From an optimization exercise on the open Yosys and OpenROAD flow, aimed at a short achievable clock period and few clock cycles per item; shortcuts taken in it are not production practice.
No driver is modelled on the clock port, so clock power and skew are understated where the tree is cut down; a real chip needs a root buffer or a tree.
Power and IR drop assume default switching activity.

Setup of job 101:
==> flow/design.v <==
module dram_controller #
  (
    parameter   integer NUMBER_OF_COLUMNS = 8,
    parameter   integer NUMBER_OF_ROWS = 128,
    parameter   integer NUMBER_OF_BANKS = 8,
    parameter   integer REFRESH_RATE = 125,  
    parameter   integer CLK_FREQUENCY = 100,  
    parameter   integer U_DATA_WIDTH = 2,
    parameter   integer DRAM_DATA_WIDTH = 2,
    parameter integer COLUMN_WIDTH = $clog2(NUMBER_OF_COLUMNS/DRAM_DATA_WIDTH),
    parameter integer ROW_WIDTH = $clog2(NUMBER_OF_ROWS),
    parameter integer BANK_ID_WIDTH = $clog2(NUMBER_OF_BANKS),
    parameter integer U_ADDR_WIDTH = BANK_ID_WIDTH + ROW_WIDTH + COLUMN_WIDTH,
    parameter integer CYCLES_BETWEEN_REFRESH = CLK_FREQUENCY*REFRESH_RATE - 100,
    parameter integer DRAM_ADDR_WIDTH = ROW_WIDTH > COLUMN_WIDTH ? ROW_WIDTH : COLUMN_WIDTH,
    parameter integer REFRESH_COUNTER_WIDTH = $clog2(CYCLES_BETWEEN_REFRESH)
  )
  (
    input                         u_rst_n,
    input                         u_clk,
    input                         u_en,
    input   [U_ADDR_WIDTH-1:0]    u_addr,
    input   [U_DATA_WIDTH-1:0]    u_data_i,
    input                         u_cmd,
    output  [U_DATA_WIDTH-1:0]    u_data_o,
    output                        u_data_valid,
    output                        u_cmd_ack,
    output                        u_busy,
    input   [DRAM_DATA_WIDTH-1:0]   dram_rd_data,
    input                           dram_refresh_done,
    output  [DRAM_DATA_WIDTH-1:0]   dram_wr_data,
    output  [DRAM_ADDR_WIDTH-1:0]   dram_addr,
    output  [BANK_ID_WIDTH-1:0]     dram_bank_id,
    output                          dram_cs_n,
    output                          dram_ras_n,
    output                          dram_cas_n,
    output                          dram_we_n,
    output                          dram_clk_en
  );
    localparam integer NB = NUMBER_OF_BANKS;
    localparam integer REF_BLOCKS = 97;    
    reg                         a_v;
    reg [BANK_ID_WIDTH-1:0]     a_bank;
    reg [ROW_WIDTH-1:0]         a_row;
    reg [COLUMN_WIDTH-1:0]      a_col;
    reg                         a_wr;
    reg [U_DATA_WIDTH-1:0]      a_data;
    reg                         b_v;
    reg [NB-1:0]                b_boh;      
    reg [BANK_ID_WIDTH-1:0]     b_bank;
    reg [ROW_WIDTH-1:0]         b_row;
    reg [COLUMN_WIDTH-1:0]      b_col;
    reg                         b_wr;
    reg [U_DATA_WIDTH-1:0]      b_data;
    reg [NB-1:0]                b_eq;
    reg                         h_pre, h_act, h_col;
    reg [NB-1:0]                h_boh;
    reg [BANK_ID_WIDTH-1:0]     h_bank;
    reg [ROW_WIDTH-1:0]         h_row;
    reg [ROW_WIDTH-1:0]         h_prow;     
    reg [COLUMN_WIDTH-1:0]      h_cadr;
    reg                         h_wr;
    reg [U_DATA_WIDTH-1:0]      h_data;
    reg [NB-1:0]                open_r;
    reg [ROW_WIDTH-1:0]         orow_r [0:NB-1];
    reg                         ras_r, cas_r, we_r;
    reg [DRAM_ADDR_WIDTH-1:0]   addr_r;
    reg [BANK_ID_WIDTH-1:0]     bank_r;
    reg [DRAM_DATA_WIDTH-1:0]   wdata_r;
    reg                         busy_r;
    reg                         ack_r;
    reg                         rd0_r, rd1_r, valid_r;
    reg [U_DATA_WIDTH-1:0]      data_o_r;
    reg [6:0]                   rlo_r;      
    reg                         rlo_end_r;  
    reg [6:0]                   rhi_r;      
    reg                         rpend_r;    
    reg                         rfsh_r;     
    reg                         drain_r;    
    reg [BANK_ID_WIDTH-1:0]     rb_r;       
    assign u_cmd_ack    = ack_r;
    assign u_busy       = busy_r;
    assign u_data_valid = valid_r;
    assign u_data_o     = data_o_r;
    assign dram_wr_data = wdata_r;
    assign dram_addr    = addr_r;
    assign dram_bank_id = bank_r;
    assign dram_cs_n    = 1'b0;
    assign dram_ras_n   = ras_r;
    assign dram_cas_n   = cas_r;
    assign dram_we_n    = we_r;
    assign dram_clk_en  = 1'b1;
    wire h_any   = h_pre || h_act || h_col;
    wire h_free  = !h_pre && !h_act && !rfsh_r;
    wire b_move  = b_v && h_free;
    wire b_load  = !b_v || h_free;
    wire a_load  = !a_v || b_load;
    wire take_ok = u_en && !(rpend_r && !rfsh_r);
    wire accept  = a_load && take_ok;
    wire do_rpre = drain_r && !rfsh_r && open_r[rb_r];
    wire do_ref  = drain_r && !rfsh_r && (open_r == 0);
    integer i;
    reg                  b_open, b_hit;
    reg [ROW_WIDTH-1:0]  b_orow;
    reg [ROW_WIDTH-1:0]  orow_n [0:NB-1];
    wire [ROW_WIDTH-1:0] b_row_n = b_load ? a_row : b_row;
    always @* begin
      b_open = 1'b0;
      b_hit  = 1'b0;
      b_orow = 0;
      for (i = 0; i < NB; i = i + 1) begin
        b_open = b_open | (b_boh[i] & open_r[i]);
        b_hit  = b_hit  | (b_boh[i] & open_r[i] & b_eq[i]);
        b_orow = b_orow | ({ROW_WIDTH{b_boh[i]}} & orow_r[i]);
        orow_n[i] = (h_act && h_boh[i]) ? h_row : orow_r[i];
      end
    end
    always @(posedge u_clk) begin
      if (!u_rst_n) begin
        a_v <= 1'b0;
        b_v <= 1'b0;
        h_pre <= 1'b0; h_act <= 1'b0; h_col <= 1'b0;
        ack_r <= 1'b0;
        ras_r <= 1'b1; cas_r <= 1'b1; we_r <= 1'b1;
        busy_r <= 1'b0;
        open_r <= 0;
        rd0_r <= 1'b0;
        rd1_r <= 1'b0;
        valid_r <= 1'b0;
        rlo_r <= 0;
        rlo_end_r <= 1'b0;
        rhi_r <= 0;
        rpend_r <= 1'b0;
        rfsh_r <= 1'b0;
        drain_r <= 1'b0;
      end else begin
        ack_r <= accept;
        if (a_load) a_v <= take_ok;
        if (b_load) b_v <= a_v;
        if (b_move) begin
          h_pre <= b_open && !b_hit;
          h_act <= !b_open;
          h_col <= b_hit;
        end else if (!rfsh_r) begin
          h_pre <= 1'b0;
          h_act <= h_pre;
          h_col <= h_act;
        end
        ras_r <= !(h_pre || h_act || do_rpre || do_ref);
        cas_r <= !(h_col || do_ref);
        we_r  <= !(h_pre || do_rpre || do_ref || (h_col && h_wr));
        rd0_r <= h_col && !h_wr;
        rd1_r <= rd0_r;
        valid_r <= rd1_r;
        busy_r <= h_any || do_rpre || do_ref || a_v || b_v;
        for (i = 0; i < NB; i = i + 1) begin
          if (h_boh[i] && h_pre) open_r[i] <= 1'b0;
          if (h_boh[i] && h_act) open_r[i] <= 1'b1;
          if (do_rpre && rb_r == i) open_r[i] <= 1'b0;
        end
        drain_r <= rpend_r && !rfsh_r && !a_v && !b_v && !h_any;
        if (rfsh_r) begin
          if (dram_refresh_done) begin
            rfsh_r <= 1'b0;
            rpend_r <= 1'b0;
            rlo_r <= 0;
            rlo_end_r <= 1'b0;
            rhi_r <= 0;
          end
        end else begin
          rlo_r <= rlo_r + 1'b1;
          rlo_end_r <= (rlo_r == 7'd126);
          if (rlo_end_r) rhi_r <= rhi_r + 1'b1;
          if (rhi_r == REF_BLOCKS) rpend_r <= 1'b1;
          if (do_ref) rfsh_r <= 1'b1;
        end
      end
    end
    always @(posedge u_clk) begin
      if (a_load) begin
        a_bank <= u_addr[ROW_WIDTH+COLUMN_WIDTH +: BANK_ID_WIDTH];
        a_row  <= u_addr[COLUMN_WIDTH +: ROW_WIDTH];
        a_col  <= u_addr[COLUMN_WIDTH-1:0];
        a_wr   <= u_cmd;
        a_data <= u_data_i;
      end
      if (b_load) begin
        for (i = 0; i < NB; i = i + 1) b_boh[i] <= (a_bank == i);
        b_bank <= a_bank;
        b_row  <= a_row;
        b_col  <= a_col;
        b_wr   <= a_wr;
        b_data <= a_data;
      end
      for (i = 0; i < NB; i = i + 1) b_eq[i] <= (b_row_n == orow_n[i]);
      if (b_move) begin
        h_boh  <= b_boh;
        h_bank <= b_bank;
        h_row  <= b_row;
        h_prow <= b_orow;
        h_cadr <= b_col;
        h_wr   <= b_wr;
        h_data <= b_data;
      end
      for (i = 0; i < NB; i = i + 1)
        if (h_boh[i] && h_act) orow_r[i] <= h_row;
      if (drain_r && !rfsh_r) rb_r <= rb_r + 1'b1;
      addr_r  <= h_col ? {{(DRAM_ADDR_WIDTH-COLUMN_WIDTH){1'b0}}, h_cadr} :
                 h_pre ? h_prow :
                 h_act ? h_row : orow_r[rb_r];
      bank_r  <= h_any ? h_bank : rb_r;
      wdata_r <= h_data;
      data_o_r <= dram_rd_data;
    end
endmodule
clock: 5.0 ns
lec_check: 0
abc_clock_period_in_ps: 1500
cap_margin: 20
core_margin: 2
core_utilization: 40
setup_slack_margin: 3.5
slew_margin: 20
standard.sh (not shown) runs the stock make flow with config.mk's settings and CLKGATE_MAP_FILE= SYNTH_SCRIPT=/design/flow/synth_recipe.tcl, a recipe that flattens the netlist after the stock synthesis.
==> flow/flow/run.sh <==
#!/bin/bash
# The standard layout, with one change: cts_pre.tcl builds a shallow two-level
# clock tree by hand in place of TritonCTS.
set -euo pipefail
export PRE_CTS_TCL="$PWD/flow/cts_pre.tcl"
export FLOW_ROOT_BUF=sky130_fd_sc_hd__clkbuf_16
export FLOW_LEAF_BUF=sky130_fd_sc_hd__clkbuf_16
export FLOW_LEAF_SPLIT=4
bash standard.sh finish > standard.log 2>&1
Other scripts of this flow, unchanged in this note and not shown: flow/flow/cts_pre.tcl
Setup changes, job 101 to job 102
diff --git a/flow/design.v b/flow/design.v
--- a/flow/design.v
+++ b/flow/design.v
@@ -101,11 +101,10 @@
     wire do_ref  = drain_r && !rfsh_r && (open_r == 0);
     integer i;
     reg                  b_open, b_hit;
     reg [ROW_WIDTH-1:0]  b_orow;
     reg [ROW_WIDTH-1:0]  orow_n [0:NB-1];
-    wire [ROW_WIDTH-1:0] b_row_n = b_load ? a_row : b_row;
     always @* begin
       b_open = 1'b0;
       b_hit  = 1'b0;
       b_orow = 0;
       for (i = 0; i < NB; i = i + 1) begin
@@ -190,11 +189,12 @@
         b_row  <= a_row;
         b_col  <= a_col;
         b_wr   <= a_wr;
         b_data <= a_data;
       end
-      for (i = 0; i < NB; i = i + 1) b_eq[i] <= (b_row_n == orow_n[i]);
+      for (i = 0; i < NB; i = i + 1)
+        b_eq[i] <= b_load ? (a_row == orow_n[i]) : (b_row == orow_n[i]);
       if (b_move) begin
         h_boh  <= b_boh;
         h_bank <= b_bank;
         h_row  <= b_row;
         h_prow <= b_orow;
### Flow results
Per the comparison of job 102 with job 101, standard cell area after detailed placement now sits higher; clock skew now sits lower; distinct cell type count after synthesis now sits lower; number of stages on the worst setup path now sits higher; final critical delay including setup and external delays now sits lower. Re power: job 102 and job 101 aren't equal, and the lower value belongs to job 102. Higher post-place setup slack was reported by job 101, not job 102. Job 101 leaves less setup margin than job 102. Job 102 vs. job 101: finished layout cell area now sits higher, die area went up 0.65%. Job 102 vs job 101, signal arrival time at the worst endpoint went down by 0.04 ns. Where global-route wire length before repair is concerned, job 101 is outperformed by job 102. From job 101 to job 102 the numbers moved as follows: growth of design area from synthesis to finish held; area after synthesis went up by about 0.7%.
No run of this note included a check of the RTL's function; only the layout flow was run. In every run of this note, the design's own scripts or RTL, not TritonCTS, make the clock network.

==> port drivers added, routing unchanged <==
How much do the figures lean on ideal ports? The routed layouts below were timed once more, with nothing changed but the port constraints.
Step 1 sets driving cells, clkbuf_16 on the clock port and buf_2 on the other inputs (assumed; they add their load-dependent delay and slew).
Step 2 moves the port delays by t, midway between the first and last clock arrival at a register: inputs arrive t later, outputs are due t later. That takes back most of the time a late clock gives input paths.
Slacks: ideal ports / drivers / drivers and shift; pairs: ideal ports / drivers.
run	t, ns	slack for setup (ns)	worst setup path after step 2
job 101	0.379	2.876 / 2.876 / 2.876	register to register
job 102	0.381	2.933 / 2.933 / 2.933	register to register
After both steps setup and hold are still met in every run listed.
